Background: an optimization exercise with open tools, aiming at small area and a short achievable clock period. Do not read the settings as production practice.
Where RTL was checked, it was by simulation tests only, not by an equivalence proof against the original.
The RTL of runs 1 to 7 was laid out without a check of its function.
Power figures rest on the tool's default switching activity, not on a simulated workload.

<file path="config.mk">
export PLATFORM = sky130hd
export DESIGN_NAME = alu
export DESIGN_NICKNAME = alu
export VERILOG_FILES = /design/flow/design.v
export SDC_FILE = /design/flow/constraint.sdc
export NUM_CORES = 4
export LEC_CHECK = 0
export CAP_MARGIN = 20
export CORE_MARGIN = 2
export CORE_UTILIZATION = 40
export SLEW_MARGIN = 20
</file>
<file path="constraint.sdc">
create_clock -name core_clock -period 11.0 [get_ports {clk}]
set_input_delay 2.2000 -clock core_clock [delete_from_list [all_inputs] [get_ports {clk}]]
set_output_delay 2.2000 -clock core_clock [all_outputs]
set_load 0.01 [all_outputs]
</file>
<file path="design.v">
`timescale 1ns/1ps
module alu(
           clk,
           rst_n,
           src1,
           src2,
           ALU_control,
           result,
           zero,
           cout,
           overflow
           );
input           clk;
input           rst_n;
input  [32-1:0] src1;
input  [32-1:0] src2;
input   [4-1:0] ALU_control;
output [32-1:0] result;
output          zero;
output          cout;
output          overflow;
  wire is_and = (ALU_control == 4'b0000);
  wire is_or  = (ALU_control == 4'b0001);
  wire is_add = (ALU_control == 4'b0010);
  wire is_sub = (ALU_control == 4'b0110);
  wire is_slt = (ALU_control == 4'b0111);
  wire is_nor = (ALU_control == 4'b1100);
  wire arith  = is_add | is_sub;
  wire        inv = is_sub | is_slt;
  wire [31:0] b   = src2 ^ {32{inv}};
  wire [31:0] p   = src1 ^ b;
  wire [31:0] g   = src1 & b;
  wire [31:0] g0 = {g[31:1], g[0] | (p[0] & inv)};
  wire [31:0] p0 = p;
  wire G0_1 = g0[1] | (p0[1] & g0[0]);
  wire G0_3 = g0[3] | (p0[3] & g0[2]);
  wire P0_3 = p0[3] & p0[2];
  wire G0_5 = g0[5] | (p0[5] & g0[4]);
  wire P0_5 = p0[5] & p0[4];
  wire G0_7 = g0[7] | (p0[7] & g0[6]);
  wire P0_7 = p0[7] & p0[6];
  wire G0_9 = g0[9] | (p0[9] & g0[8]);
  wire P0_9 = p0[9] & p0[8];
  wire G0_11 = g0[11] | (p0[11] & g0[10]);
  wire P0_11 = p0[11] & p0[10];
  wire G0_13 = g0[13] | (p0[13] & g0[12]);
  wire P0_13 = p0[13] & p0[12];
  wire G0_15 = g0[15] | (p0[15] & g0[14]);
  wire P0_15 = p0[15] & p0[14];
  wire G0_17 = g0[17] | (p0[17] & g0[16]);
  wire P0_17 = p0[17] & p0[16];
  wire G0_19 = g0[19] | (p0[19] & g0[18]);
  wire P0_19 = p0[19] & p0[18];
  wire G0_21 = g0[21] | (p0[21] & g0[20]);
  wire P0_21 = p0[21] & p0[20];
  wire G0_23 = g0[23] | (p0[23] & g0[22]);
  wire P0_23 = p0[23] & p0[22];
  wire G0_25 = g0[25] | (p0[25] & g0[24]);
  wire P0_25 = p0[25] & p0[24];
  wire G0_27 = g0[27] | (p0[27] & g0[26]);
  wire P0_27 = p0[27] & p0[26];
  wire G0_29 = g0[29] | (p0[29] & g0[28]);
  wire P0_29 = p0[29] & p0[28];
  wire G0_31 = g0[31] | (p0[31] & g0[30]);
  wire P0_31 = p0[31] & p0[30];
  wire G1_2 = g0[2] | (p0[2] & G0_1);
  wire G1_3 = G0_3 | (P0_3 & G0_1);
  wire G1_6 = g0[6] | (p0[6] & G0_5);
  wire P1_6 = p0[6] & P0_5;
  wire G1_7 = G0_7 | (P0_7 & G0_5);
  wire P1_7 = P0_7 & P0_5;
  wire G1_10 = g0[10] | (p0[10] & G0_9);
  wire P1_10 = p0[10] & P0_9;
  wire G1_11 = G0_11 | (P0_11 & G0_9);
  wire P1_11 = P0_11 & P0_9;
  wire G1_14 = g0[14] | (p0[14] & G0_13);
  wire P1_14 = p0[14] & P0_13;
  wire G1_15 = G0_15 | (P0_15 & G0_13);
  wire P1_15 = P0_15 & P0_13;
  wire G1_18 = g0[18] | (p0[18] & G0_17);
  wire P1_18 = p0[18] & P0_17;
  wire G1_19 = G0_19 | (P0_19 & G0_17);
  wire P1_19 = P0_19 & P0_17;
  wire G1_22 = g0[22] | (p0[22] & G0_21);
  wire P1_22 = p0[22] & P0_21;
  wire G1_23 = G0_23 | (P0_23 & G0_21);
  wire P1_23 = P0_23 & P0_21;
  wire G1_26 = g0[26] | (p0[26] & G0_25);
  wire P1_26 = p0[26] & P0_25;
  wire G1_27 = G0_27 | (P0_27 & G0_25);
  wire P1_27 = P0_27 & P0_25;
  wire G1_30 = g0[30] | (p0[30] & G0_29);
  wire P1_30 = p0[30] & P0_29;
  wire G1_31 = G0_31 | (P0_31 & G0_29);
  wire P1_31 = P0_31 & P0_29;
  wire G2_4 = g0[4] | (p0[4] & G1_3);
  wire G2_5 = G0_5 | (P0_5 & G1_3);
  wire G2_6 = G1_6 | (P1_6 & G1_3);
  wire G2_7 = G1_7 | (P1_7 & G1_3);
  wire G2_12 = g0[12] | (p0[12] & G1_11);
  wire P2_12 = p0[12] & P1_11;
  wire G2_13 = G0_13 | (P0_13 & G1_11);
  wire P2_13 = P0_13 & P1_11;
  wire G2_14 = G1_14 | (P1_14 & G1_11);
  wire P2_14 = P1_14 & P1_11;
  wire G2_15 = G1_15 | (P1_15 & G1_11);
  wire P2_15 = P1_15 & P1_11;
  wire G2_20 = g0[20] | (p0[20] & G1_19);
  wire P2_20 = p0[20] & P1_19;
  wire G2_21 = G0_21 | (P0_21 & G1_19);
  wire P2_21 = P0_21 & P1_19;
  wire G2_22 = G1_22 | (P1_22 & G1_19);
  wire P2_22 = P1_22 & P1_19;
  wire G2_23 = G1_23 | (P1_23 & G1_19);
  wire P2_23 = P1_23 & P1_19;
  wire G2_28 = g0[28] | (p0[28] & G1_27);
  wire P2_28 = p0[28] & P1_27;
  wire G2_29 = G0_29 | (P0_29 & G1_27);
  wire P2_29 = P0_29 & P1_27;
  wire G2_30 = G1_30 | (P1_30 & G1_27);
  wire P2_30 = P1_30 & P1_27;
  wire G2_31 = G1_31 | (P1_31 & G1_27);
  wire P2_31 = P1_31 & P1_27;
  wire G3_8 = g0[8] | (p0[8] & G2_7);
  wire G3_9 = G0_9 | (P0_9 & G2_7);
  wire G3_10 = G1_10 | (P1_10 & G2_7);
  wire G3_11 = G1_11 | (P1_11 & G2_7);
  wire G3_12 = G2_12 | (P2_12 & G2_7);
  wire G3_13 = G2_13 | (P2_13 & G2_7);
  wire G3_14 = G2_14 | (P2_14 & G2_7);
  wire G3_15 = G2_15 | (P2_15 & G2_7);
  wire G3_24 = g0[24] | (p0[24] & G2_23);
  wire P3_24 = p0[24] & P2_23;
  wire G3_25 = G0_25 | (P0_25 & G2_23);
  wire P3_25 = P0_25 & P2_23;
  wire G3_26 = G1_26 | (P1_26 & G2_23);
  wire P3_26 = P1_26 & P2_23;
  wire G3_27 = G1_27 | (P1_27 & G2_23);
  wire P3_27 = P1_27 & P2_23;
  wire G3_28 = G2_28 | (P2_28 & G2_23);
  wire P3_28 = P2_28 & P2_23;
  wire G3_29 = G2_29 | (P2_29 & G2_23);
  wire P3_29 = P2_29 & P2_23;
  wire G3_30 = G2_30 | (P2_30 & G2_23);
  wire P3_30 = P2_30 & P2_23;
  wire G3_31 = G2_31 | (P2_31 & G2_23);
  wire P3_31 = P2_31 & P2_23;
  wire G4_16 = g0[16] | (p0[16] & G3_15);
  wire G4_17 = G0_17 | (P0_17 & G3_15);
  wire G4_18 = G1_18 | (P1_18 & G3_15);
  wire G4_19 = G1_19 | (P1_19 & G3_15);
  wire G4_20 = G2_20 | (P2_20 & G3_15);
  wire G4_21 = G2_21 | (P2_21 & G3_15);
  wire G4_22 = G2_22 | (P2_22 & G3_15);
  wire G4_23 = G2_23 | (P2_23 & G3_15);
  wire G4_24 = G3_24 | (P3_24 & G3_15);
  wire G4_25 = G3_25 | (P3_25 & G3_15);
  wire G4_26 = G3_26 | (P3_26 & G3_15);
  wire G4_27 = G3_27 | (P3_27 & G3_15);
  wire G4_28 = G3_28 | (P3_28 & G3_15);
  wire G4_29 = G3_29 | (P3_29 & G3_15);
  wire G4_30 = G3_30 | (P3_30 & G3_15);
  wire G4_31 = G3_31 | (P3_31 & G3_15);
  wire [32:0] c;
  assign c[0] = inv;
  assign c[1] = g0[0];
  assign c[2] = G0_1;
  assign c[3] = G1_2;
  assign c[4] = G1_3;
  assign c[5] = G2_4;
  assign c[6] = G2_5;
  assign c[7] = G2_6;
  assign c[8] = G2_7;
  assign c[9] = G3_8;
  assign c[10] = G3_9;
  assign c[11] = G3_10;
  assign c[12] = G3_11;
  assign c[13] = G3_12;
  assign c[14] = G3_13;
  assign c[15] = G3_14;
  assign c[16] = G3_15;
  assign c[17] = G4_16;
  assign c[18] = G4_17;
  assign c[19] = G4_18;
  assign c[20] = G4_19;
  assign c[21] = G4_20;
  assign c[22] = G4_21;
  assign c[23] = G4_22;
  assign c[24] = G4_23;
  assign c[25] = G4_24;
  assign c[26] = G4_25;
  assign c[27] = G4_26;
  assign c[28] = G4_27;
  assign c[29] = G4_28;
  assign c[30] = G4_29;
  assign c[31] = G4_30;
  assign c[32] = G4_31;
  wire [31:0] sum = p ^ c[31:0];
  wire        ovf = c[31] ^ c[32];
  wire        lt  = sum[31] ^ ovf;
  wire [31:0] orv = src1 | src2;
  wire [31:0] res = ({32{is_and}} & (src1 & src2))
                  | ({32{is_or}}  & orv)
                  | ({32{is_nor}} & ~orv)
                  | ({32{arith}}  & sum)
                  | {31'b0, is_slt & lt};
  reg  [31:0] r_result;
  reg         r_cout;
  reg         r_ovf;
  always @(posedge clk or negedge rst_n) begin
    if (!rst_n) begin
      r_result <= 32'b0;
      r_cout   <= 1'b0;
      r_ovf    <= 1'b0;
    end else begin
      r_result <= res;
      r_cout   <= arith & c[32];
      r_ovf    <= arith & ovf;
    end
  end
  assign result   = r_result;
  assign zero     = ~(|r_result);
  assign cout     = r_cout;
  assign overflow = r_ovf;
endmodule
</file>
<file path="flow/run.sh">
#!/bin/bash
set -euo pipefail
export BUFFER_PORTS_ARGS="-buffer_cell sky130_fd_sc_hd__buf_1"
export SETUP_SLACK_MARGIN=6
bash standard.sh > standard_flow.log 2>&1
</file>
<file path="standard.sh">
#!/bin/bash
# synth_recipe.tcl (not shown) runs the flow's synth.tcl, then flattens the netlist and writes it again
# the make line also repeats each setting of config.mk as NAME=value (left out here)
make -C /OpenROAD-flow-scripts/flow DESIGN_CONFIG=/design/flow/config.mk WORK_HOME=/design/flow/orfs CLKGATE_MAP_FILE= SYNTH_SCRIPT=/design/flow/synth_recipe.tcl "${@:-finish}"
</file>
==> summary.txt, run 1 <==
Critical Path Start Type primary input; Core ar. 0.00876 mm2; largest family of logic cells by synthesized area compound AO/OA/AOI/OAI gates; max-slew headroom at the worst pin 33.2%; Netlist cell types 52; full die area 0.00989 mm2; largest area contributor in the netlist dfrtp_1; gr usage total 22.3%; post-place setup slack 5.30 ns; synthesized area 0.00365 mm2; Hold Vio Cnt, Final 0; Slew Viols, Final 0; total nets after synthesis 538; num ports 105; YS warnings 1; Mapped Cells 431; Syn Area/Cell 8.46 um2; chip height 99.5 um; most common cell after layout, fill and taps aside buf_1; commonest non-fill, non-tap cells in the layout buf_1, o211ai_1, xnor2_1, dfrtp_1, ha_1; #FFs+latches synth 34; Post-Synth Simple-Gate Area 16.7%; share of Yosys cell area claimed by the top area cell type 23.3%; CP Max Fanout 17; Sum Neg Setup Slack 0 ns; unrepaired setup endpoints after global routing true; DRT iter0 DRCs 157; dpl cells 627; # H-tree levels 2; first-pass GRT wire length 17800 um; CTS Buf Count 5; Post-Synth XOR/XNOR Area 10.6%; Cell Area, Placed 0.00415 mm2; fin util 50.3%; Bufs on Longest Clock Path 2; multi-input logic area 0.00271 mm2; Synth Area in Compound Gates 28.8%; outcome no timing/DRC/antenna violations; crit path kind in2reg; Die Wd 99.5 um; Tmin final 4.89 ns; RePlAce Congestion 0.819; register area share after synthesis 23.3%; Max VDD drop 0.0402 mV; Clk pwr share 22.0%; critical path launch point ALU_control[3]; ys flop type dfrtp_1; Req. time, crit path 11.14 ns; Comb pwr share 46.0%; Post-synth EDFFs 0; final net count 643; largest net degree at the start of global routing 36; Antenna Cells 0; number of global-route vias before repair 3710; Worst EP arrival 5.03 ns; Sw Share 38.7%; fraction of the mapped netlist area in adder cells 13.7%; Clock Pin Slew Worst Setup and Hold Paths 0.07 ns; Final setup viols 0; Async SR Flop Fraction 100%; Buffers on Ports 104; Antenna Nets Post-Route 0; post-route insts no fill 645; NetSw 173 uW; fillcell total 906; total power 448 uW; Worst setup EP type flop; FF+latch area 851 um2; Hold WS 2.04 ns; Internal 274 uW; Starting Density 41.6%; area grow syn2layout 20.8%; fraction of layout cells with a size suffix above 1 10.4%; Pre-antenna DRT Iters 4; Hold Crit Class in2async; f_max 205 MHz; routed wire length 11000 um; DP HPWL 7770 um; P_leak 1.75 nW; Final period util 44.4%; maxcap violations 0; post-route cell area 0.00440 mm2; CTS Root Cell clkbuf_8; vias post-DR 3729; mux contribution to synthesized area 2.61%; vias per cell 5.78; CTS tree built; Rows 34; post-route setup slack 6.11 ns; CTS hold repair buffers 0; Sequential Power Share 32.0%; Worst Max-Slew Pin Slew 1.00 ns; pwr dens 102 mW/mm2; DR WL/cell 17.1 um; grt ovf 0; DRC viols 0; Sink Count 34; top cells by area, synth dfrtp_1, ha_1, xnor2_1; initial antenna violation count 0
## kinds of logic after synthesis
kind of cell	Yosys count
fa+ha+maj	37
xor+xnor	44
compound gates	145
mux	9
simple gates	121
buf+inv	41
flops	34
## final timing paths
kind / endpoint / slack (ns) / cells after the start
worst max-delay path: r_result[26] / 6.11 / 13
worst min-delay path: r_result[3] / 2.04 / 1
max in group asynchronous: r_result[23] / 8.39 / 1
min in group core_clock: r_result[4] / 2.20 / 3
## what timing repair did
item                       4_1_cts  5_1_grt
pin swaps                        1        8
setup buffers                    1        8
gates cloned                     1        0
setup endpoints to repair       21       14
resized for setup                5       13
## critical path, cell delays in order
cell and delay [ns]:
buf_2 0.14, nand3b_1 0.23, buf_12 0.21, xnor2_1 0.15, fa_2 0.39, a211oi_2 0.27
o211ai_2 0.19, a32o_2 0.30, a21boi_0 0.24, o21ai_1 0.18, o21ai_1 0.19, mux2i_1 0.19
o21ai_0 0.14
## cells in the mapped netlist (3+ instances only)
master	instances
a211oi_2	3
a21o_1	4
a21oi_1	30
a221oi_1	9
a31oi_1	5
clkbuf_1	20
dfrtp_1	34
fa_1	5
ha_1	32
inv_1	19
mux2_2	3
mux2i_1	5
nand2_1	27
nand2b_1	4
nand3_1	9
nand3b_1	3
nand4_1	6
nor2_1	21
nor2b_1	4
nor3_1	27
nor3b_1	4
nor4_1	8
o211ai_1	42
o211ai_2	3
o21ai_0	15
o21ai_1	4
o21bai_1	3
o311ai_0	7
o32ai_1	5
xnor2_1	41
xor2_1	3
## flip-flops by register name (all words and copies together) (netlist names)
register  flops
r_result     32
r_ovf         1
r_cout        1
## power by group through the flow
stage               registers [mW]  clock network (mW)  logic, mW
floorplan                    0.150                   0      0.127
global route                 0.145               0.108      0.229
CTS                          0.143               0.102      0.196
detailed placement           0.146                   0      0.191
finish                       0.143              0.0983      0.206
global placement             0.146                   0      0.187
## metal layers
metal,global-route usage [%],vias up,wire (um)
met5,0,-,0
met3,2.67,9,516
li1,-,1853,-
met1,28.7,1772,4950
met2,39.4,95,5440
met4,6.01,0,123
## layout make-up
cell class                 count  share of cell area [%]
multi-input combinational    356                    61.4
clock buffer                   7                    1.96
sequential                    34                    19.3
timing repair buffer         120                    12.5
tap                          108                    3.07
inverter                      19                    1.62
clock inverter                 1                   0.114
==> inputs of run 2 (changes only) <==
==> flow/run.sh (replaced) <==
#!/bin/bash
set -euo pipefail
export BUFFER_PORTS_ARGS="-buffer_cell sky130_fd_sc_hd__buf_1"
export SETUP_SLACK_MARGIN=0
bash standard.sh > standard_flow.log 2>&1
==> summary.txt, run 2 <==
outcome no timing/DRC/antenna violations (unchanged); Clock Pin Slew Worst Setup and Hold Paths 0.07 ns (about the same); Mapped Cells 431 (unchanged); Top reg by flops r_result (unchanged); fraction of layout cells with a size suffix above 1 7.39% (was 10.4%); CTS Buf Count 5 (unchanged); maxcap violations 0 (unchanged); crit path kind in2reg (unchanged); ys flop type dfrtp_1 (unchanged); critical path launch point ALU_control[3] (unchanged); DRC viols 0 (unchanged); commonest non-fill, non-tap cells in the layout buf_1, o211ai_1, xnor2_1, dfrtp_1, ha_1 (unchanged); Crit-path slowest cell buf_4 (was fa_2); pwr dens 105 mW/mm2 (was 102 mW/mm2); full die area 0.00989 mm2 (unchanged); Antenna Cells 0 (unchanged); total nets after synthesis 538 (unchanged); slowest cell delay on critical path 0.49 ns (was 0.39 ns); Slew Viols, Final 0 (unchanged); first-pass GRT wire length 17700 um (was 17800 um); initial antenna violation count 0 (unchanged); CP Max Fanout 34 (was 17); CTS resizes 0 (was 5); final net count 634 (was 643); Die Wd 99.5 um (unchanged); Starting Density 41.6% (unchanged); worst path cell trace buf_1 > nand3b_1 > buf_4 > o21ai_0 > fa_1 > a211oi_2 > o21ai_0 > a21oi_1 > o21bai_1 > fa_1 > xnor2_1 > o32ai_1 > a21oi_1 > nand2_1 (was buf_2 > nand3b_1 > buf_12 > xnor2_1 > fa_2 > a211oi_2 > o211ai_2 > a32o_2 > a21boi_0 > o21ai_1 > o21ai_1 > mux2i_1 > o21ai_0); top cells by count, synth o211ai_1, xnor2_1, dfrtp_1 (unchanged); Core ar. 0.00876 mm2 (unchanged); f_max 188 MHz (was 205 MHz); grt ovf 0 (unchanged); num ports 105 (unchanged); most frequent cell after synthesis o211ai_1 (unchanged); Buffers on Ports 104 (unchanged); Regs by FF count r_result (32), r_cout (1), r_ovf (1) (unchanged); Hold Crit Class in2async (unchanged); Pre-antenna DRT Iters 4 (unchanged); Antenna Nets Post-Route 0 (unchanged); Worst Max-Slew Pin Slew 0.921 ns (was 1.00 ns); largest area contributor in the netlist dfrtp_1 (unchanged); Sum Neg Setup Slack 0 ns (unchanged); post-route cell area 0.00426 mm2 (was 0.00440 mm2); Hold Vio Cnt, Final 0 (unchanged); Sink Count 34 (unchanged); Worst EP arrival 5.49 ns (was 5.03 ns); CTS tree built (unchanged); Syn Area/Cell 8.46 um2 (unchanged); area grow syn2layout 16.9% (was 20.8%); gr usage total 21.9% (was 22.3%); share of Yosys cell area claimed by the top area cell type 23.3% (unchanged); register area share after synthesis 23.3% (unchanged); number of global-route vias before repair 3635 (was 3710); Netlist cell types 52 (unchanged); Bufs on Longest Clock Path 2 (unchanged); CTS Root Cell clkbuf_8 (unchanged); routed wire length 10700 um (was 11000 um); RePlAce Congestion 0.834 (was 0.819); Rows 34 (unchanged); #FFs+latches synth 34 (unchanged); fillcell total 871 (was 906); Setup Buffers After CTS 0 (was 1); Critical Path Start Type primary input (unchanged); CTS hold repair buffers 0 (unchanged); Cell Area, Placed 0.00415 mm2 (about the same); top cells by area, synth dfrtp_1, ha_1, xnor2_1 (unchanged); synthesized area 0.00365 mm2 (unchanged); Post-synth EDFFs 0 (unchanged); DR WL/cell 16.8 um (was 17.1 um); max reg flops 32 (unchanged); chip height 99.5 um (unchanged); P_leak 1.69 nW (was 1.75 nW); DRT iter0 DRCs 174 (was 157); # H-tree levels 2 (unchanged); Tmin final 5.31 ns (was 4.89 ns); Async SR Flop Fraction 100% (unchanged); WP depth 14 (was 13); largest net degree at the start of global routing 36 (unchanged); most common cell after layout, fill and taps aside buf_1 (unchanged); Req. time, crit path 11.17 ns (was 11.14 ns); vias per cell 5.86 (was 5.78); CP delay by family, top compound AO/OA/AOI/OAI gates (unchanged); unrepaired setup endpoints after global routing false (was true); Setup crit end r_result[9] (was r_result[26]); max-slew headroom at the worst pin 38.6% (was 33.2%); vias post-DR 3726 (was 3729); DP HPWL 7600 um (was 7770 um); Max VDD drop 0.0477 mV (was 0.0402 mV); Critical path buffers and inverters 2 (unchanged); Final setup viols 0 (unchanged); YS warnings 1 (unchanged); Final period util 48.3% (was 44.4%); Worst setup EP type flop (unchanged)
## run 2: cell counts after synthesis
Identical to the previous run, type by type.
## run 2: area by class of cell
class                      count  area (um2)  share of cell area [%]
clock buffer                   8         110                    2.58
tap                          108         135                    3.17
multi-input combinational    356        2650                    62.2
sequential                    34         851                    20.0
inverter                      19        71.3                    1.67
timing repair buffer         111         444                    10.4
## run 2: cells by family after synthesis
kind of cell    synth area share (%)
buf+inv                         4.22
simple gates                    16.7
flops                           23.3
fa+ha+maj                       13.7
mux                             2.61
compound gates                  28.8
xor+xnor                        10.6
## run 2: routing by layer
| layer | part of all wire [%] | GRT usage, % | wire (um) | up-vias |
|---|---|---|---|---|
| met3 | 5.1 | 2.39 | 547 | 4 |
| met5 | 0 | 0 | 0 | - |
| met2 | 49 | 36.3 | 5200 | 101 |
| met1 | 46 | 30.5 | 4860 | 1783 |
| met4 | 0.68 | 5.48 | 73 | 0 |
| li1 | - | - | - | 1838 |
## run 2: metrics by stage
stage | power [mW] | std cells | util, % | worst slack (ns) | hold slack, ns
2_1_floorplan | 0.276 | 431 | - | 5.70 | 1.90
4_1_cts | 0.451 | 636 | 48.6 | 5.67 | 2.07
5_1_grt | 0.481 | 636 | 48.6 | 5.40 | 2.11
6_report | 0.446 | 636 | 48.6 | 5.69 | 2.04
3_5_place_dp | 0.336 | 628 | 47.4 | 5.40 | 2.38
3_3_place_gp | 0.333 | 628 | 47.4 | 5.47 | 2.38
## run 2: worst min-delay path by stage
stage	endpoint	cells past startpoint	slack, ns	from
2_1_floorplan	r_cout	0	1.90	rst_n
3_3_place_gp	r_result[3]	1	2.38	rst_n
3_5_place_dp	r_result[3]	1	2.38	rst_n
4_1_cts	r_result[3]	1	2.07	rst_n
5_1_grt	r_result[14]	1	2.11	rst_n
6_report	r_result[3]	1	2.04	rst_n
## run 2: power by group
group          total, mW  switching (mW)  leakage, nW  internal, mW
logic              0.191           0.112         1.18        0.0785
clock network      0.112          0.0483       0.0575        0.0633
registers          0.143         0.00685        0.454         0.136
total              0.446           0.167         1.69         0.278
==> inputs of run 3 (changes only) <==
==> flow/run.sh (replaced) <==
#!/bin/bash
set -euo pipefail
export BUFFER_PORTS_ARGS="-buffer_cell sky130_fd_sc_hd__buf_1"
export SETUP_SLACK_MARGIN=7
bash standard.sh > standard_flow.log 2>&1
==> summary.txt, run 3 <==
outcome no timing/DRC/antenna violations (unchanged); maxcap violations 0 (unchanged); vias post-DR 4010 (was 3726); most frequent cell after synthesis o211ai_1 (unchanged); total nets after synthesis 538 (unchanged); Crit-path slowest cell ha_1 (was buf_4); Buffers on Ports 104 (unchanged); initial antenna violation count 0 (unchanged); grt ovf 0 (unchanged); Req. time, crit path 11.18 ns (was 11.17 ns); synthesized area 0.00365 mm2 (unchanged); Mapped Cells 431 (unchanged); DP HPWL 7670 um (was 7600 um); top cells by count, synth o211ai_1, xnor2_1, dfrtp_1 (unchanged); Sum Neg Setup Slack 0 ns (unchanged); Antenna Cells 0 (unchanged); Clock Pin Slew Worst Setup and Hold Paths 0.08 ns (was 0.07 ns); # H-tree levels 2 (unchanged); f_max 213 MHz (was 188 MHz); Worst Max-Slew Pin Slew 0.955 ns (was 0.921 ns); register area share after synthesis 23.3% (unchanged); largest net degree at the start of global routing 36 (unchanged); Hold Vio Cnt, Final 0 (unchanged); chip height 99.5 um (unchanged); Sink Count 34 (unchanged); max reg flops 32 (unchanged); YS warnings 1 (unchanged); gr usage total 24.0% (was 21.9%); Worst setup EP type flop (unchanged); Cell Area, Placed 0.00421 mm2 (was 0.00415 mm2); Max VDD drop 0.0397 mV (was 0.0477 mV); pwr dens 99.9 mW/mm2 (was 105 mW/mm2); Syn Area/Cell 8.46 um2 (unchanged); CTS hold repair buffers 0 (unchanged); vias per cell 5.96 (was 5.86); Final setup viols 0 (unchanged); DR WL/cell 18.6 um (was 16.8 um); post-route insts no fill 673 (was 636); max-slew headroom at the worst pin 36.4% (was 38.6%); fillcell total 807 (was 871); RePlAce Congestion 0.800 (was 0.834); most common cell after layout, fill and taps aside buf_1 (unchanged); dpl cells 628 (unchanged); Post-synth EDFFs 0 (unchanged); share of Yosys cell area claimed by the top area cell type 23.3% (unchanged); crit-path most repeated cell buf_8; crit path kind in2reg (unchanged); slowest cell delay on critical path 0.40 ns (was 0.49 ns); CTS Root Cell clkbuf_8 (unchanged); worst path cell trace buf_8 > nand3b_1 > buf_6 > buf_8 > buf_16 > xnor2_1 > ha_1 > nand3_2 > nor2_2 > and3_4 > a211oi_4 > a21oi_4 > o21ai_4 > a211oi_2 > mux2_1 (was buf_1 > nand3b_1 > buf_4 > o21ai_0 > fa_1 > a211oi_2 > o21ai_0 > a21oi_1 > o21bai_1 > fa_1 > xnor2_1 > o32ai_1 > a21oi_1 > nand2_1); unrepaired setup endpoints after global routing true (was false); Hold Crit Class in2async (unchanged); num ports 105 (unchanged); P_leak 2.07 nW (was 1.69 nW); largest area contributor in the netlist dfrtp_1 (unchanged); CTS tree built (unchanged); Netlist cell types 52 (unchanged); first-pass GRT wire length 19300 um (was 17700 um); Critical Path Start Type primary input (unchanged); DRT iter0 DRCs 147 (was 174); post-route cell area 0.00513 mm2 (was 0.00426 mm2); Slew Viols, Final 0 (unchanged); DRC viols 0 (unchanged); CP Max Fanout 6 (was 34); fraction of layout cells with a size suffix above 1 25.1% (was 7.39%); Tmin final 4.69 ns (was 5.31 ns); top cells by area, synth dfrtp_1, ha_1, xnor2_1 (unchanged); ys flop type dfrtp_1 (unchanged); area grow syn2layout 40.6% (was 16.9%); Hold WS 2.03 ns (was 2.04 ns); routed wire length 12500 um (was 10700 um); Pre-antenna DRT Iters 5 (was 4); Worst EP arrival 4.87 ns (was 5.49 ns); number of global-route vias before repair 3997 (was 3635); Async SR Flop Fraction 100% (unchanged); CTS Buf Count 5 (unchanged); Final period util 42.7% (was 48.3%); Die Wd 99.5 um (unchanged); full die area 0.00989 mm2 (unchanged); commonest non-fill, non-tap cells in the layout buf_1, o211ai_1, buf_4, dfrtp_1 (was buf_1, o211ai_1, xnor2_1, dfrtp_1, ha_1); Bufs on Longest Clock Path 2 (unchanged); #FFs+latches synth 34 (unchanged); Rows 34 (unchanged); Core ar. 0.00876 mm2 (unchanged); Antenna Nets Post-Route 0 (unchanged); Starting Density 41.6% (unchanged); final net count 671 (was 634); Regs by FF count r_result (32), r_cout (1), r_ovf (1) (unchanged); Top reg by flops r_result (unchanged)
## run 3: cell counts after synthesis
Identical to the previous run, type by type.
## run 3: cell type report
type                    count  area, um2  area share (%)
multi-input cells         356       3140            61.2
flip-flops and latches     34        851            16.6
repair buffers            148        841            16.4
well taps                 108        135            2.64
clock buffers               7       86.3            1.68
inverters                  19       71.3            1.39
clock inverters             1       5.00          0.0976
## run 3: report_power, final
part,leakage (nW),total [mW],switching [mW],internal [mW]
clock network,0.0482,0.102,0.0516,0.0506
logic,1.57,0.266,0.144,0.123
registers,0.454,0.143,0.00704,0.136
## run 3: per-stage QoR
| step | power, mW | setup slack [ns] | util (%) |
|---|---|---|---|
| 4_1_cts | 0.476 | 6.31 | 54.4 |
| 3_5_place_dp | 0.341 | 5.54 | 48.0 |
| 2_1_floorplan | 0.282 | 6.28 | - |
| 5_1_grt | 0.542 | 6.15 | 58.5 |
| 6_report | 0.512 | 6.31 | 58.5 |
| 3_3_place_gp | 0.338 | 5.64 | 48.0 |
## run 3: worst max-delay path by stage
stage	from	to	slack, ns
5_1_grt	ALU_control[3]	r_result[16]	6.15
3_3_place_gp	ALU_control[3]	r_ovf	5.64
3_5_place_dp	ALU_control[3]	r_ovf	5.54
6_report	ALU_control[3]	r_ovf	6.31
4_1_cts	ALU_control[3]	r_ovf	6.31
2_1_floorplan	ALU_control[3]	r_result[9]	6.28
## run 3: metal layers
layer  global-route usage (%)  vias to the layer above  wire (um)
met4                     8.32                        0        304
met3                     2.81                       27        622
met1                     31.3                     1935       5420
met2                     41.1                      142       6170
li1                         -                     1906          -
met5                        0                        -          0
## run 3: critical path: cells and delay by family
family                   cells  cell delay, ns
AND/OR/NAND/NOR              4            0.65
buffers and inverters        4            0.54
XOR/XNOR                     1            0.12
adder cells (fa/ha/maj)      1            0.40
multiplexers                 1            0.34
AO/OA/AOI/OAI                4            0.61
## run 3: kinds of logic (layout without fill, tap and decap cells)
kind of cell / count (synthesis) / count (layout) / synth area share, %
XOR/XNOR: 44 / 44 / 10.6
multiplexers: 9 / 9 / 2.61
buffers and inverters: 41 / 175 / 4.22
adder cells (fa/ha/maj): 37 / 37 / 13.7
AND/OR/NAND/NOR: 121 / 121 / 16.7
flip-flops: 34 / 34 / 23.3
AO/OA/AOI/OAI: 145 / 145 / 28.8
## run 3: repair_timing
action | 4_1_cts | 5_1_grt
setup buffers | 24 | 9
gates resized for setup | 49 | 39
endpoints found under the setup margin | 34 | 32
gates cloned | 3 | 1
endpoints found under the hold margin | 0 | 0
pin swaps | 26 | 35
==> inputs of run 4 (changes only) <==
==> flow/run.sh (replaced) <==
#!/bin/bash
set -euo pipefail
export BUFFER_PORTS_ARGS="-buffer_cell sky130_fd_sc_hd__buf_1"
export SETUP_SLACK_MARGIN=0
export ABC_AREA=1
bash standard.sh > standard_flow.log 2>&1
==> summary.txt, run 4 <==
critical path launch point ALU_control[3] (unchanged); Starting Density 40.8% (was 41.6%); Mapped Cells 596 (was 431); crit-path most repeated cell nand2_1 (was buf_8); most frequent cell after synthesis nand2_1 (was o211ai_1); share of Yosys cell area claimed by the top area cell type 21.6% (was 23.3%); Hold WS 2.05 ns (was 2.03 ns); M2 GR Usage 39.4% (was 41.1%); Top reg by flops r_result (unchanged); CTS resizes 0 (was 49); Setup Buffers After CTS 0 (was 24); crit path kind in2reg (unchanged); synthesized area 0.00394 mm2 (was 0.00365 mm2); fin util 47.5% (was 58.5%); maxcap violations 0 (unchanged); CTS Buf Count 5 (unchanged); area grow syn2layout 16.3% (was 40.6%); Final setup viols 0 (unchanged); register area share after synthesis 21.6% (was 23.3%); DR WL/cell 13.9 um (was 18.6 um); max reg flops 32 (unchanged); Sum Neg Setup Slack 0 ns (unchanged); Syn Area/Cell 6.60 um2 (was 8.46 um2); fraction of layout cells with a size suffix above 1 3.31% (was 25.1%); Antenna Cells 0 (unchanged); full die area 0.0106 mm2 (was 0.00989 mm2); most common cell after layout, fill and taps aside nand2_1 (was buf_1); Core ar. 0.00964 mm2 (was 0.00876 mm2); CP Max Fanout 19 (was 6); top cells by count, synth nand2_1, inv_1, nand3_1 (was o211ai_1, xnor2_1, dfrtp_1); Tmin final 5.43 ns (was 4.69 ns); number of global-route vias before repair 4032 (was 3997); vias per cell 5.17 (was 5.96); vias post-DR 4283 (was 4010); Bufs on Longest Clock Path 2 (unchanged); GR peak layer met2 (unchanged); top cells by area, synth dfrtp_1, nand2_1, ha_1 (was dfrtp_1, ha_1, xnor2_1); f_max 184 MHz (was 213 MHz); Worst EP arrival 5.58 ns (was 4.87 ns); Max VDD drop 0.0394 mV (was 0.0397 mV); num ports 105 (unchanged); # H-tree levels 2 (unchanged); Final period util 49.3% (was 42.7%); DRT iter0 DRCs 138 (was 147); Hold Vio Cnt, Final 0 (unchanged); Worst setup EP type flop (unchanged); Cell Area, Placed 0.00443 mm2 (was 0.00421 mm2); Crit-path slowest cell nand3_2 (was ha_1); first-pass GRT wire length 18700 um (was 19300 um); ys flop type dfrtp_1 (unchanged); Req. time, crit path 11.15 ns (was 11.18 ns); CTS tree built (unchanged); Hold Crit Class in2async (unchanged); GR Layer Usage met1 28.9% (was 31.3%); gr usage total 22.3% (was 24.0%); Netlist cell types 34 (was 52); P_leak 2.24 nW (was 2.07 nW); Sink Count 34 (unchanged); Buffers on Ports 104 (unchanged); routed wire length 11500 um (was 12500 um); commonest non-fill, non-tap cells in the layout nand2_1, buf_1, inv_1, nand3_1, nor2_1 (was buf_1, o211ai_1, buf_4, dfrtp_1); initial antenna violation count 0 (unchanged); dpl cells 818 (was 628); unrepaired setup endpoints after global routing false (was true); max-slew headroom at the worst pin 34.7% (was 36.4%); slowest cell delay on critical path 0.43 ns (was 0.40 ns); chip height 103 um (was 99.5 um); Slew Viols, Final 0 (unchanged); #FFs+latches synth 34 (unchanged); Rows 36 (was 34); largest net degree at the start of global routing 35 (was 36); worst path cell trace buf_1 > inv_2 > nand3_2 > buf_16 > o21ai_0 > fa_1 > nand2_1 > nand2_1 > nand3_1 > nand2_1 > nand2_1 > nand2_2 > inv_1 > fa_1 > or2_2 > nand3_1 > o2111ai_1 (was buf_8 > nand3b_1 > buf_6 > buf_8 > buf_16 > xnor2_1 > ha_1 > nand3_2 > nor2_2 > and3_4 > a211oi_4 > a21oi_4 > o21ai_4 > a211oi_2 > mux2_1); GR Util met3 3.16% (was 2.81%); Die Wd 103 um (was 99.5 um); CTS Root Cell clkbuf_8 (unchanged); largest area contributor in the netlist dfrtp_1 (unchanged); DP HPWL 8530 um (was 7670 um); fillcell total 1017 (was 807); Critical Path Start Type primary input (unchanged); Post-synth EDFFs 0 (unchanged); Clock Pin Slew Worst Setup and Hold Paths 0.08 ns (about the same); DRC viols 0 (unchanged); CTS hold repair buffers 0 (unchanged); Worst Max-Slew Pin Slew 0.979 ns (was 0.955 ns); Async SR Flop Fraction 100% (unchanged); post-route insts no fill 828 (was 673); Pre-antenna DRT Iters 4 (was 5); pwr dens 95.0 mW/mm2 (was 99.9 mW/mm2); Antenna Nets Post-Route 0 (unchanged); YS warnings 1 (unchanged); total nets after synthesis 703 (was 538); grt ovf 0 (unchanged); final net count 801 (was 671); outcome no timing/DRC/antenna violations (unchanged); Regs by FF count r_result (32), r_cout (1), r_ovf (1) (unchanged); post-route cell area 0.00458 mm2 (was 0.00513 mm2); RePlAce Congestion 0.878 (was 0.800)
[run 4: path summary, 6_finish.rpt]
check,to,slack (ns)
setup / recovery,r_result[17],5.57
max in group asynchronous,r_result[31],8.35
min in group core_clock,r_result[9],2.25
hold / removal,r_result[3],2.05
[run 4: stage by stage]
stage / total power [mW] / setup WS, ns
after floorplan: 0.272 / 6.26
after global placement: 0.326 / 4.90
after detailed placement: 0.330 / 4.79
after CTS: 0.436 / 5.12
after global routing: 0.472 / 5.30
final: 0.435 / 5.57
[run 4: layout make-up]
type	instances	area [um2]	area share, %
well taps	133	166	3.63
inverters	77	289	6.31
multi-input cells	469	2730	59.6
flip-flops and latches	34	851	18.6
clock buffers	7	86.3	1.89
repair buffers	107	454	9.92
clock inverters	1	5.00	0.109
[run 4: where the power goes]
group	internal [mW]	total, mW	switching (mW)
clock network	0.0507	0.105	0.0538
logic	0.0685	0.189	0.121
registers	0.135	0.141	0.00609
total	0.254	0.435	0.180
[run 4: logic make-up after synthesis]
family          count (synthesis)  share of synthesized area (%)
simple gates                  305                           33.7
compound gates                 96                           15.8
buf+inv                        93                           9.22
fa+ha+maj                      37                           12.7
flops                          34                           21.6
xor+xnor                       31                           6.90
[run 4: critical path: cells and delay by family]
| family | cells | cell delay (ns) |
|---|---|---|
| and+or+nand+nor | 9 | 1.58 |
| buffers and inverters | 4 | 0.75 |
| adders and majority gates | 2 | 0.69 |
| AOI/OAI and AO/OA | 2 | 0.34 |
[run 4: layer usage]
| metal | vias to the layer above | wire (um) |
|---|---|---|
| met5 | - | 0 |
| met4 | 0 | 143 |
| met3 | 11 | 571 |
| met2 | 108 | 5460 |
| met1 | 1968 | 5330 |
| li1 | 2196 | - |
==> inputs of run 5 (changes only) <==
==> flow/run.sh (replaced) <==
#!/bin/bash
set -euo pipefail
export BUFFER_PORTS_ARGS="-buffer_cell sky130_fd_sc_hd__buf_1"
export SETUP_SLACK_MARGIN=6.5
export ABC_AREA=1
bash standard.sh > standard_flow.log 2>&1
==> summary.txt, run 5 <==
fraction of the mapped netlist area in adder cells 12.7% (unchanged); num ports 105 (unchanged); P_leak 2.38 nW (was 2.24 nW); Comb pwr share 44.4% (was 43.5%); Post-Synth Simple-Gate Area 33.7% (unchanged); unrepaired setup endpoints after global routing true (was false); worst path cell trace buf_4 > inv_8 > nand3_4 > clkbuf_16 > xnor2_1 > ha_1 > nand2_2 > inv_1 > a21oi_2 > nand2_2 > buf_4 > fa_2 > or2_2 > nand3_1 > o2111ai_1 (was buf_1 > inv_2 > nand3_2 > buf_16 > o21ai_0 > fa_1 > nand2_1 > nand2_1 > nand3_1 > nand2_1 > nand2_1 > nand2_2 > inv_1 > fa_1 > or2_2 > nand3_1 > o2111ai_1); DRC viols 0 (unchanged); Buffers on Ports 104 (unchanged); Die Wd 103 um (unchanged); DR WL/cell 14.0 um (was 13.9 um); largest net degree at the start of global routing 35 (unchanged); maxcap violations 0 (unchanged); Antenna Cells 0 (unchanged); Syn Area/Cell 6.60 um2 (unchanged); mux contribution to synthesized area 0% (unchanged); CP Max Fanout 8 (was 19); Clock Pin Slew Worst Setup and Hold Paths 0.08 ns (about the same); Top reg by flops r_result (unchanged); most common cell after layout, fill and taps aside nand2_1 (unchanged); fillcell total 1061 (was 1017); f_max 224 MHz (was 184 MHz); share of Yosys cell area claimed by the top area cell type 21.6% (unchanged); largest family of logic cells by synthesized area simple AND/OR/NAND/NOR gates (unchanged); DRT iter0 DRCs 149 (was 138); post-route insts no fill 842 (was 828); Starting Density 40.8% (unchanged); outcome no timing/DRC/antenna violations (unchanged); final net count 815 (was 801); Crit-path slowest cell ha_1 (was nand3_2); Critical Path Start Type primary input (unchanged); crit path kind in2reg (unchanged); Final period util 40.6% (was 49.3%); max-slew headroom at the worst pin 37.4% (was 34.7%); Worst setup EP type flop (unchanged); Internal 284 uW (was 254 uW); Hold Vio Cnt, Final 0 (unchanged); RePlAce Congestion 0.836 (was 0.878); dpl cells 818 (unchanged); Worst Max-Slew Pin Slew 0.940 ns (was 0.979 ns); Max VDD drop 0.0537 mV (was 0.0394 mV); #FFs+latches synth 34 (unchanged); grt ovf 0 (unchanged); total power 472 uW (was 435 uW); Rows 36 (unchanged); GR Util met3 2.55% (was 3.16%); top cells by count, synth nand2_1, inv_1, nand3_1 (unchanged); gr usage total 21.9% (was 22.3%); Mapped Cells 596 (unchanged); Clk pwr share 25.7% (was 24.0%); Regs by FF count r_result (32), r_cout (1), r_ovf (1) (unchanged); Sw Share 39.8% (was 41.5%); Final setup viols 0 (unchanged); Core ar. 0.00964 mm2 (unchanged); Critical path buffers and inverters 5 (was 4); register area share after synthesis 21.6% (unchanged); DP HPWL 8390 um (was 8530 um); NetSw 188 uW (was 180 uW); Slew Viols, Final 0 (unchanged); Hold WS 2.02 ns (was 2.05 ns); initial antenna violation count 0 (unchanged); largest area contributor in the netlist dfrtp_1 (unchanged); Req. time, crit path 11.16 ns (was 11.15 ns); # H-tree levels 2 (unchanged); slowest cell delay on critical path 0.34 ns (was 0.43 ns); fraction of layout cells with a size suffix above 1 9.31% (was 3.31%); Sum Neg Setup Slack 0 ns (unchanged); Hold Crit Class in2async (unchanged); ys flop type dfrtp_1 (unchanged); total nets after synthesis 703 (unchanged); first-pass GRT wire length 18100 um (was 18700 um); synthesized area 0.00394 mm2 (unchanged); critical path launch point ALU_control[3] (unchanged); YS warnings 1 (unchanged); CTS Root Cell clkbuf_8 (unchanged); Sink Count 34 (unchanged); Bufs on Longest Clock Path 2 (unchanged); Pre-antenna DRT Iters 5 (was 4); Tmin final 4.46 ns (was 5.43 ns); vias per cell 5.19 (was 5.17); pwr dens 97.4 mW/mm2 (was 95.0 mW/mm2); Sequential Power Share 29.9% (was 32.5%); Netlist cell types 34 (unchanged); top cells by area, synth dfrtp_1, nand2_1, ha_1 (unchanged); CTS Buf Count 5 (unchanged); Post-synth EDFFs 0 (unchanged); M2 GR Usage 38.3% (was 39.4%); area grow syn2layout 23.2% (was 16.3%); Post-Synth XOR/XNOR Area 6.90% (unchanged); CTS tree built (unchanged); most frequent cell after synthesis nand2_1 (unchanged); Async SR Flop Fraction 100% (unchanged); fin util 50.3% (was 47.5%); GR peak layer met2 (unchanged); Antenna Nets Post-Route 0 (unchanged); max reg flops 32 (unchanged); full die area 0.0106 mm2 (unchanged); vias post-DR 4370 (was 4283); Worst EP arrival 4.62 ns (was 5.58 ns); Synth Area in Compound Gates 15.8% (unchanged); GR Layer Usage met1 29.3% (was 28.9%); number of global-route vias before repair 3827 (was 4032); chip height 103 um (unchanged); CP delay by family, top simple AND/OR/NAND/NOR gates (unchanged); routed wire length 11800 um (was 11500 um); commonest non-fill, non-tap cells in the layout nand2_1, buf_1, inv_1, nand3_1, nor2_1 (unchanged)
==> run 5: worst paths after layout <==
path | end | slack, ns | depth (start not counted)
max | r_result[9] | 6.54 | 15
min | r_result[2] | 2.02 | 1
max in group asynchronous | r_result[21] | 8.38 | 1
min in group core_clock | r_result[3] | 2.23 | 3
==> run 5: final cells by class <==
cell class | count | area, um2 | area share [%]
clock buffers | 7 | 76.3 | 1.57
inverters | 77 | 299 | 6.17
clock inverters | 1 | 30.0 | 0.619
multi-input cells | 470 | 2860 | 59.0
flip-flops and latches | 34 | 851 | 17.5
repair buffers | 120 | 566 | 11.7
well taps | 133 | 166 | 3.43
==> run 5: kinds of logic after synthesis <==
logic type / after synthesis
XOR/XNOR: 31
AND/OR/NAND/NOR: 305
flip-flops: 34
adder cells (fa/ha/maj): 37
buffers and inverters: 93
AO/OA/AOI/OAI: 96
==> run 5: per-stage QoR <==
stage	area (um2)	setup WS (ns)
4_1_cts	4610	6.38
2_1_floorplan	3970	6.53
6_report	4850	6.54
3_3_place_gp	4450	5.65
5_1_grt	4850	6.45
3_5_place_dp	4450	5.51
==> run 5: power groups by stage <==
stage	Sequential [mW]	Combinational [mW]	Clock, mW
global route	0.142	0.238	0.127
global placement	0.143	0.182	0
floorplan	0.148	0.126	0
CTS	0.141	0.190	0.124
finish	0.141	0.210	0.121
detailed placement	0.144	0.186	0
==> run 5: per-layer routing <==
layer | part of all wire (%) | routed length, um | up-vias
met4 | 1.0 | 122 | 0
met5 | 0 | 0 | -
met2 | 48 | 5650 | 110
li1 | - | - | 2229
met3 | 5.1 | 604 | 10
met1 | 46 | 5400 | 2021
==> run 5: repair_timing <==
| item | CTS | global route |
|---|---|---|
| gates resized for setup | 6 | 31 |
| cloned | 1 | 1 |
| pin swaps | 1 | 13 |
| setup endpoints to repair | 23 | 12 |
| hold buffers | 0 | 0 |
| setup buffers | 1 | 13 |
==> inputs of run 6 (changes only) <==
==> flow/run.sh (replaced) <==
#!/bin/bash
set -euo pipefail
export BUFFER_PORTS_ARGS="-buffer_cell sky130_fd_sc_hd__buf_1"
export SETUP_SLACK_MARGIN=6

bash standard.sh > standard_flow.log 2>&1
--- a/config.mk
+++ b/config.mk
@@ -8,4 +8,4 @@
 export CAP_MARGIN = 20
 export CORE_MARGIN = 2
-export CORE_UTILIZATION = 40
+export CORE_UTILIZATION = 60
 export SLEW_MARGIN = 20
==> summary.txt, run 6 <==
outcome no timing/DRC/antenna violations (unchanged); dpl cells 595 (was 818); largest net degree at the start of global routing 36 (was 35); Final setup viols 0 (unchanged); CTS tree built (unchanged); vias post-DR 3841 (was 4370); total power 447 uW (was 472 uW); fin util 73.9% (was 50.3%); Antenna Nets Post-Route 0 (unchanged); Worst Max-Slew Pin Slew 0.921 ns (was 0.940 ns); top cells by count, synth o211ai_1, xnor2_1, dfrtp_1 (was nand2_1, inv_1, nand3_1); chip height 82.0 um (was 103 um); ys flop type dfrtp_1 (unchanged); Die Wd 82.0 um (was 103 um); crit path kind in2reg (unchanged); num ports 105 (unchanged); Clock Pin Slew Worst Setup and Hold Paths 0.08 ns (about the same); Critical Path Start Type primary input (unchanged); Bufs on Longest Clock Path 2 (unchanged); Sink Count 34 (unchanged); Req. time, crit path 11.18 ns (was 11.16 ns); initial antenna violation count 0 (unchanged); Netlist cell types 52 (was 34); grt ovf 0 (unchanged); Sum Neg Setup Slack 0 ns (unchanged); Mapped Cells 431 (was 596); register area share after synthesis 23.3% (was 21.6%); first-pass GRT wire length 16500 um (was 18100 um); RePlAce Congestion 0.845 (was 0.836); CP Max Fanout 17 (was 8); largest area contributor in the netlist dfrtp_1 (unchanged); vias per cell 6.26 (was 5.19); Antenna Cells 0 (unchanged); Buffers on Ports 104 (unchanged); Rows 28 (was 36); Pre-antenna DRT Iters 4 (was 5); Async SR Flop Fraction 100% (unchanged); Max VDD drop 0.0603 mV (was 0.0537 mV); Setup crit end r_ovf (was r_result[9]); Tmin final 4.85 ns (was 4.46 ns); DRC viols 0 (unchanged); CTS Buf Count 5 (unchanged); #FFs+latches synth 34 (unchanged); Core ar. 0.00589 mm2 (was 0.00964 mm2); NetSw 173 uW (was 188 uW); max reg flops 32 (unchanged); Comb pwr share 45.6% (was 44.4%); total nets after synthesis 538 (was 703); gr usage total 31.9% (was 21.9%); Hold WS 2.03 ns (was 2.02 ns); routed wire length 10700 um (was 11800 um); Starting Density 61.9% (was 40.8%); max-slew headroom at the worst pin 38.6% (was 37.4%); Worst setup EP type flop (unchanged); Sw Share 38.8% (was 39.8%); pwr dens 103 mW/mm2 (was 97.4 mW/mm2); Hold Vio Cnt, Final 0 (unchanged); Syn Area/Cell 8.46 um2 (was 6.60 um2); Hold Crit Class in2async (unchanged); most common cell after layout, fill and taps aside buf_1 (was nand2_1); top cells by area, synth dfrtp_1, ha_1, xnor2_1 (was dfrtp_1, nand2_1, ha_1); DP HPWL 7200 um (was 8390 um); share of Yosys cell area claimed by the top area cell type 23.3% (was 21.6%); f_max 206 MHz (was 224 MHz); full die area 0.00672 mm2 (was 0.0106 mm2); synthesized area 0.00365 mm2 (was 0.00394 mm2); CTS Root Cell clkbuf_8 (unchanged); P_leak 1.75 nW (was 2.38 nW); Slew Viols, Final 0 (unchanged); # H-tree levels 2 (unchanged); Final period util 44.1% (was 40.6%); maxcap violations 0 (unchanged); commonest non-fill, non-tap cells in the layout buf_1, o211ai_1, xnor2_1, dfrtp_1, ha_1 (was nand2_1, buf_1, inv_1, nand3_1, nor2_1); Top reg by flops r_result (unchanged); Sequential Power Share 32.0% (was 29.9%); Regs by FF count r_result (32), r_cout (1), r_ovf (1) (unchanged); number of global-route vias before repair 3494 (was 3827); DR WL/cell 17.4 um (was 14.0 um); most frequent cell after synthesis o211ai_1 (was nand2_1); area grow syn2layout 19.3% (was 23.2%); Clk pwr share 22.4% (was 25.7%); final net count 645 (was 815); critical path launch point ALU_control[3] (unchanged); Post-synth EDFFs 0 (unchanged); post-route insts no fill 614 (was 842); fraction of layout cells with a size suffix above 1 10.9% (was 9.31%); Worst EP arrival 5.03 ns (was 4.62 ns); YS warnings 1 (unchanged); DRT iter0 DRCs 175 (was 149); Internal 274 uW (was 284 uW); unrepaired setup endpoints after global routing false (was true)
[run 6: cell types whose count changed after synthesis, moves of 11 or more]
cell      before  now
nand2_1      158   27
inv_1         75   19
nand3_1       64    9
o211ai_1       0   42
xnor2_1       15   41
nor2_1        46   21
nor3_1         9   27
o311a_1       17    0
o21ai_0       28   15
xor2_1        16    3
clkbuf_1       9   20
[run 6: cell families (layout without fill, tap and decap cells)]
kind of cell,after synthesis,after routing,share of synthesized area [%]
AOI/OAI and AO/OA,145,145,28.8
xor gates and xnor gates,44,44,10.6
adders and majority gates,37,37,13.7
buffers and inverters,41,149,4.22
DFF,34,34,23.3
muxes,9,9,2.61
and+or+nand+nor,121,121,16.7
[run 6: final cells by class]
| cell class | count | area [um2] |
|---|---|---|
| sequential | 34 | 851 |
| fill | 485 | 1540 |
| tap | 75 | 93.8 |
| inverter | 19 | 71.3 |
| timing repair buffer | 122 | 562 |
| clock inverter | 1 | 5.00 |
| multi-input combinational | 356 | 2680 |
| clock buffer | 7 | 86.3 |
[run 6: power by group through the flow]
stage	Combinational, mW	Sequential [mW]	Clock [mW]
4_1_cts	0.192	0.143	0.101
2_1_floorplan	0.127	0.150	0
6_report	0.204	0.143	0.100
3_5_place_dp	0.189	0.146	0
3_3_place_gp	0.184	0.145	0
5_1_grt	0.225	0.145	0.107
[run 6: how the worst min path moves through the flow]
stage | to | cells after the start | slack, ns
CTS | r_result[7] | 1 | 2.06
global route | r_result[4] | 1 | 2.10
floorplan | r_cout | 0 | 1.90
detailed placement | r_result[3] | 1 | 2.37
global placement | r_result[2] | 1 | 2.36
finish | r_result[3] | 1 | 2.03
[run 6: per-stage QoR]
| stage | setup slack (ns) | instance area (um2) |
|---|---|---|
| after floorplan | 5.99 | 3660 |
| after global placement | 5.50 | 4110 |
| after detailed placement | 5.41 | 4110 |
| after CTS | 6.01 | 4250 |
| after global routing | 5.99 | 4350 |
| final | 6.15 | 4350 |
[run 6: routing by layer]
layer  up-vias  part of all wire, %  track usage, %
li1       1867                    -               -
met1      1801                   41            41.6
met2       158                   49            53.8
met3        15                  8.6            5.16
met4         0                  1.8            10.0
met5         -                    0               0
[run 6: repair_timing]
action / 4_1_cts / 5_1_grt
cloned: 1 / 0
hold buffers: 0 / 0
endpoints found under the setup margin: 19 / 15
resized for setup: 3 / 15
pin swaps: 1 / 17
buffers inserted: 0 / 10
[run 6: worst max-delay path: stages]
cell and delay (ns):
clkbuf_2 0.13, nand3b_1 0.24, buf_4 0.20, buf_16 0.17
xnor2_1 0.13, ha_1 0.36, nand2_1 0.08, o21a_1 0.21
o21ai_1 0.21, a211oi_2 0.11, a21oi_2 0.23, o21ai_2 0.11
a211oi_2 0.32, mux2_4 0.33
==> inputs of run 7 (changes only) <==
--- a/config.mk
+++ b/config.mk
@@ -8,4 +8,5 @@
 export CAP_MARGIN = 20
 export CORE_MARGIN = 2
-export CORE_UTILIZATION = 60
+export CORE_UTILIZATION = 75
+export PLACE_DENSITY = 0.8
 export SLEW_MARGIN = 20
==> summary.txt, run 7 <==
outcome no timing/DRC/antenna violations (unchanged); DRC viols 0 (unchanged); register area share after synthesis 23.3% (unchanged); post-place setup slack 5.32 ns (was 5.41 ns); chip height 73.7 um (was 82.0 um); Mapped Cells 431 (unchanged); Worst EP arrival 5.33 ns (was 5.03 ns); Crit-path slowest cell fa_1 (was ha_1); pwr dens 110 mW/mm2 (was 103 mW/mm2); DP HPWL 7700 um (was 7200 um); CTS tree built (unchanged); top cells by area, synth dfrtp_1, ha_1, xnor2_1 (unchanged); Clock Pin Slew Worst Setup and Hold Paths 0.08 ns (about the same); Final setup viols 0 (unchanged); Slew Viols, Final 0 (unchanged); CTS Root Cell clkbuf_8 (unchanged); Starting Density 77.7% (was 61.9%); post-route cell area 0.00445 mm2 (was 0.00435 mm2); Critical path buffers and inverters 4 (was 3); dpl cells 573 (was 595); most frequent cell after synthesis o211ai_1 (unchanged); ys flop type dfrtp_1 (unchanged); synthesized area 0.00365 mm2 (unchanged); crit-path most repeated cell o21ai_0 (was a211oi_2); largest area contributor in the netlist dfrtp_1 (unchanged); fraction of layout cells with a size suffix above 1 13.3% (was 10.9%); gr usage total 45.3% (was 31.9%); num ports 105 (unchanged); unrepaired setup endpoints after global routing true (was false); slowest cell delay on critical path 0.54 ns (was 0.36 ns); Post-synth EDFFs 0 (unchanged); fin util 94.9% (was 73.9%); Cell Area, Placed 0.00408 mm2 (was 0.00411 mm2); Top reg by flops r_result (unchanged); Critical Path Start Type primary input (unchanged); Max VDD drop 0.0789 mV (was 0.0603 mV); top cells by count, synth o211ai_1, xnor2_1, dfrtp_1 (unchanged); WP depth 15 (was 14); largest net degree at the start of global routing 36 (unchanged); DRT iter0 DRCs 1008 (was 175); Core ar. 0.00469 mm2 (was 0.00589 mm2); post-route insts no fill 596 (was 614); Die Wd 73.7 um (was 82.0 um); Pre-antenna DRT Iters 12 (was 4); worst path cell trace clkbuf_2 > nand3b_1 > buf_6 > buf_16 > xnor2_1 > ha_1 > o21ai_0 > nor2_1 > a32oi_2 > o21bai_1 > inv_1 > fa_1 > o32ai_1 > a21oi_1 > o21ai_0 (was clkbuf_2 > nand3b_1 > buf_4 > buf_16 > xnor2_1 > ha_1 > nand2_1 > o21a_1 > o21ai_1 > a211oi_2 > a21oi_2 > o21ai_2 > a211oi_2 > mux2_4); Hold Crit Class in2async (unchanged); Rows 25 (was 28); full die area 0.00544 mm2 (was 0.00672 mm2); number of global-route vias before repair 4041 (was 3494); initial antenna violation count 2 (was 0); Antenna Nets Post-Route 0 (unchanged); Async SR Flop Fraction 100% (unchanged); Hold Vio Cnt, Final 0 (unchanged); routed wire length 15700 um (was 10700 um); area grow syn2layout 22.1% (was 19.3%); Tmin final 5.16 ns (was 4.85 ns); CTS hold repair buffers 0 (unchanged); #FFs+latches synth 34 (unchanged); Worst Max-Slew Pin Slew 0.980 ns (was 0.921 ns); Buffers on Ports 104 (unchanged); P_leak 1.79 nW (was 1.75 nW); RePlAce Congestion 0.872 (was 0.845); Req. time, crit path 11.17 ns (was 11.18 ns); crit path kind in2reg (unchanged); # H-tree levels 2 (unchanged); most common cell after layout, fill and taps aside buf_1 (unchanged); f_max 194 MHz (was 206 MHz); max reg flops 32 (unchanged); first-pass GRT wire length 19000 um (was 16500 um); Syn Area/Cell 8.46 um2 (unchanged); Worst setup EP type flop (unchanged); CTS Buf Count 5 (unchanged); grt ovf 0 (unchanged); maxcap violations 0 (unchanged); commonest non-fill, non-tap cells in the layout buf_1, o211ai_1, xnor2_1, dfrtp_1, ha_1 (unchanged); final net count 648 (was 645); total nets after synthesis 538 (unchanged); CP Max Fanout 17 (unchanged); Bufs on Longest Clock Path 2 (unchanged); share of Yosys cell area claimed by the top area cell type 23.3% (unchanged); Regs by FF count r_result (32), r_cout (1), r_ovf (1) (unchanged); max-slew headroom at the worst pin 34.7% (was 38.6%); YS warnings 1 (unchanged); DR WL/cell 26.4 um (was 17.4 um); vias per cell 8.20 (was 6.26); post-route setup slack 5.84 ns (was 6.15 ns); vias post-DR 4887 (was 3841); Sink Count 34 (unchanged); Final period util 46.9% (was 44.1%); Netlist cell types 52 (unchanged); Sum Neg Setup Slack 0 ns (unchanged); CP delay by family, top compound AO/OA/AOI/OAI gates (unchanged)
-- run 7: worst paths after layout --
kind,slack (ns),to,start
setup / recovery,5.84,r_result[16],ALU_control[3]
hold / removal,2.04,r_result[13],rst_n
max in group asynchronous,8.34,r_result[27],rst_n
min in group core_clock,2.19,r_result[17],src2[17]
-- run 7: power breakdown --
group          total (mW)  switching (mW)  internal, mW
Combinational       0.245           0.151        0.0938
Clock               0.101          0.0520        0.0485
Sequential          0.146         0.00980         0.136
Total               0.491           0.213         0.279
-- run 7: timing repair --
action                     in CTS  in global routing
buffers inserted                0                 12
pin swaps                       1                 14
setup endpoints to repair      20                 18
resized for setup               5                 29
gates cloned                    1                  1
-- run 7: cell families (layout without fill, tap and decap cells) --
| group | count (synthesis) | after routing | synth area share (%) |
|---|---|---|---|
| compound gates | 145 | 145 | 28.8 |
| simple gates | 121 | 121 | 16.7 |
| flops | 34 | 34 | 23.3 |
| buf+inv | 41 | 150 | 4.22 |
| mux | 9 | 9 | 2.61 |
| other cells | 0 | 2 | 0 |
| xor+xnor | 44 | 44 | 10.6 |
| fa+ha+maj | 37 | 37 | 13.7 |
-- run 7: routing by layer --
metal | wire length [um] | up-vias | track usage [%]
met5 | 0 | - | 0
met4 | 1740 | 0 | 22.4
li1 | - | 1864 | -
met3 | 2550 | 271 | 9.33
met2 | 6680 | 655 | 76.2
met1 | 4750 | 2097 | 54.5
-- run 7: layout make-up --
| class | count | area (um2) |
|---|---|---|
| inverter | 19 | 71.3 |
| timing repair buffer | 125 | 609 |
| sequential | 34 | 851 |
| clock buffer | 6 | 82.6 |
| fill | 140 | 240 |
| tap | 54 | 67.6 |
| multi-input combinational | 356 | 2770 |
| antenna | 2 | 5.00 |
-- run 7: per-stage QoR --
step                power, mW  hold slack, ns
CTS                     0.435            2.07
finish                  0.491            2.04
detailed placement      0.337            2.37
floorplan               0.277            1.90
global route            0.510            2.07
global placement        0.327            2.35
==> inputs of run 8 (changes only) <==
--- a/design.v
+++ b/design.v
@@ -27,5 +27,5 @@
   wire is_nor = (ALU_control == 4'b1100);
   wire arith  = is_add | is_sub;
-  wire        inv = is_sub | is_slt;
+  wire        inv = ALU_control[2];
   wire [31:0] b   = src2 ^ {32{inv}};
   wire [31:0] p   = src1 ^ b;
--- a/config.mk
+++ b/config.mk
@@ -8,5 +8,4 @@
 export CAP_MARGIN = 20
 export CORE_MARGIN = 2
-export CORE_UTILIZATION = 75
-export PLACE_DENSITY = 0.8
+export CORE_UTILIZATION = 60
 export SLEW_MARGIN = 20
==> summary.txt, run 8 <==
Worst EP arrival 4.92 ns (was 5.33 ns); Worst setup EP type flop (unchanged); Starting Density 62.4% (was 77.7%); DP HPWL 7390 um (was 7700 um); grt ovf 0 (unchanged); pwr dens 103 mW/mm2 (was 110 mW/mm2); ys flop type dfrtp_1 (unchanged); Clock Pin Slew Worst Setup and Hold Paths 0.07 ns (was 0.08 ns); Top reg by flops r_result (unchanged); area grow syn2layout 15.4% (was 22.1%); Die Wd 82.7 um (was 73.7 um); fraction of layout cells with a size suffix above 1 6.23% (was 13.3%); CTS tree built (unchanged); Netlist cell types 54 (was 52); routed wire length 10000 um (was 15700 um); Hold Crit Class in2async (unchanged); slowest cell delay on critical path 0.46 ns (was 0.54 ns); largest area contributor in the netlist dfrtp_1 (unchanged); Slew Viols, Final 0 (unchanged); Critical Path Start Type primary input (unchanged); P_leak 1.96 nW (was 1.79 nW); CTS Root Cell clkbuf_8 (unchanged); Sum Neg Setup Slack 0 ns (unchanged); Regs by FF count r_result (32), r_cout (1), r_ovf (1) (unchanged); top cells by count, synth xor2_1, nor3_1, dfrtp_1 (was o211ai_1, xnor2_1, dfrtp_1); final net count 637 (was 648); synthesized area 0.00371 mm2 (was 0.00365 mm2); number of global-route vias before repair 3387 (was 4041); largest net degree at the start of global routing 37 (was 36); Post-synth EDFFs 0 (unchanged); dpl cells 598 (was 573); CP Max Fanout 36 (was 17); first-pass GRT wire length 15900 um (was 19000 um); DRC viols 0 (unchanged); CP delay by family, top compound AO/OA/AOI/OAI gates (unchanged); Core ar. 0.00596 mm2 (was 0.00469 mm2); CTS hold repair buffers 0 (unchanged); num ports 105 (unchanged); post-route insts no fill 605 (was 596); Mapped Cells 434 (was 431); Final setup viols 0 (unchanged); max reg flops 32 (unchanged); #FFs+latches synth 34 (unchanged); initial antenna violation count 0 (was 2); Pre-antenna DRT Iters 5 (was 12); most frequent cell after synthesis xor2_1 (was o211ai_1); share of Yosys cell area claimed by the top area cell type 22.9% (was 23.3%); maxcap violations 0 (unchanged); f_max 208 MHz (was 194 MHz); total nets after synthesis 541 (was 538); Worst Max-Slew Pin Slew 1.12 ns (was 0.980 ns); Antenna Nets Post-Route 0 (unchanged); outcome no timing/DRC/antenna violations (unchanged); gr usage total 30.2% (was 45.3%); chip height 82.7 um (was 73.7 um); Buffers on Ports 104 (unchanged); RePlAce Congestion 0.863 (was 0.872); post-route setup slack 6.20 ns (was 5.84 ns); Syn Area/Cell 8.56 um2 (was 8.46 um2); Max VDD drop 0.0652 mV (was 0.0789 mV); YS warnings 1 (unchanged); Critical path buffers and inverters 2 (was 4); vias per cell 6.29 (was 8.20); Req. time, crit path 11.11 ns (was 11.17 ns); Async SR Flop Fraction 100% (unchanged); full die area 0.00684 mm2 (was 0.00544 mm2); worst path cell trace clkbuf_2 > buf_12 > mux2_2 > fa_1 > a211oi_2 > nor3_1 > o21ba_2 > o21bai_2 > nand2_1 > a311oi_1 > xor2_1 > o21ai_0 (was clkbuf_2 > nand3b_1 > buf_6 > buf_16 > xnor2_1 > ha_1 > o21ai_0 > nor2_1 > a32oi_2 > o21bai_1 > inv_1 > fa_1 > o32ai_1 > a21oi_1 > o21ai_0); unrepaired setup endpoints after global routing false (was true); register area share after synthesis 22.9% (was 23.3%); Sink Count 34 (unchanged); commonest non-fill, non-tap cells in the layout buf_1, xor2_1, nor3_1, dfrtp_1, o21ai_0 (was buf_1, o211ai_1, xnor2_1, dfrtp_1, ha_1); Bufs on Longest Clock Path 2 (unchanged); Hold Vio Cnt, Final 0 (unchanged); max-slew headroom at the worst pin 24.9% (was 34.7%); crit path kind in2reg (unchanged); most common cell after layout, fill and taps aside buf_1 (unchanged); DRT iter0 DRCs 180 (was 1008); Antenna Cells 0 (was 2); total power 440 uW (was 491 uW); # H-tree levels 2 (unchanged); post-place setup slack 5.61 ns (was 5.32 ns); CTS Buf Count 5 (unchanged); vias post-DR 3805 (was 4887); DR WL/cell 16.6 um (was 26.4 um); Final period util 43.7% (was 46.9%); top cells by area, synth dfrtp_1, ha_1, xor2_1 (was dfrtp_1, ha_1, xnor2_1); Rows 28 (was 25); Tmin final 4.80 ns (was 5.16 ns); Crit-path slowest cell fa_1 (unchanged)
==> run 8: cells by family (layout without fill, tap and decap cells) <==
kind of cell	Yosys count	after routing	synth area share [%]
xor+xnor	46	46	10.8
buf+inv	37	133	3.74
compound gates	154	154	29.1
fa+ha+maj	37	37	13.5
mux	9	9	2.63
simple gates	117	117	17.3
flops	34	34	22.9
==> run 8: path summary, 6_finish.rpt <==
path / to / slack, ns / cells past startpoint / from
worst max-delay path: r_result[27] / 6.20 / 12 / ALU_control[2]
worst min-delay path: r_ovf / 2.04 / 1 / rst_n
max in group asynchronous: r_result[31] / 8.41 / 1 / rst_n
min in group core_clock: r_result[4] / 2.19 / 3 / src2[4]
==> run 8: repair_timing <==
item,in CTS,in global routing
pin swaps,0,1
buffers inserted,0,0
endpoints found under the setup margin,6,16
resized for setup,1,5
==> run 8: stage by stage <==
stage | util, % | hold slack, ns | instance area (um2)
after floorplan | - | 1.90 | 3720
after global placement | 70.3 | 2.35 | 4180
after detailed placement | 70.3 | 2.36 | 4180
after CTS | 71.6 | 2.06 | 4270
after global routing | 72.0 | 2.09 | 4290
final | 72.0 | 2.04 | 4290
==> run 8: metal layers <==
metal / track usage, % / up-vias / wire length (um)
li1: - / 1847 / -
met1: 41.3 / 1802 / 4480
met2: 49.0 / 138 / 4760
met3: 3.80 / 18 / 590
met4: 10.5 / 0 / 206
met5: 0 / - / 0
==> run 8: final cells by class <==
class                   count  area (um2)
repair buffers            109         443
multi-input cells         363        2760
clock buffers               7        76.3
inverters                  17        63.8
flip-flops and latches     34         851
well taps                  75        93.8
fillers                   501        1670
==> run 8: power breakdown <==
group / internal (mW) / leakage, nW / switching, mW
Sequential: 0.137 / 0.454 / 0.00741
Clock: 0.0436 / 0.0383 / 0.0454
Combinational: 0.0870 / 1.47 / 0.119
Total: 0.268 / 1.96 / 0.172

static timing again, ports no longer ideal:
No port has a modelled driver above. Below, the same layouts with a new extraction and two added sets of constraints. Step 1, drivers: a clkbuf_16 drives clk and a buf_2 each remaining input, both assumed. Step 2 times the ports against the registers' clock, not the clock port: input delays grow and output delays shrink by t, the midpoint of the rising clock arrivals with the driver on. a / b / c = ideal ports / drivers / drivers and shift; a / b = the first two.
| run | t (ns) | setup slack, ns |
|---|---|---|
| run 1 | 0.320 | 6.111 / 6.122 / 5.802 |
| run 2 | 0.309 | 5.685 / 5.689 / 5.380 |
| run 3 | 0.326 | 6.308 / 6.297 / 5.971 |
| run 4 | 0.326 | 5.572 / 5.577 / 5.251 |
| run 5 | 0.331 | 6.539 / 6.551 / 6.220 |
| run 6 | 0.319 | 6.150 / 6.160 / 5.841 |
| run 7 | 0.326 | 5.842 / 5.847 / 5.521 |
| run 8 | 0.312 | 6.196 / 6.200 / 5.887 |
After both steps every run listed still meets setup and hold.
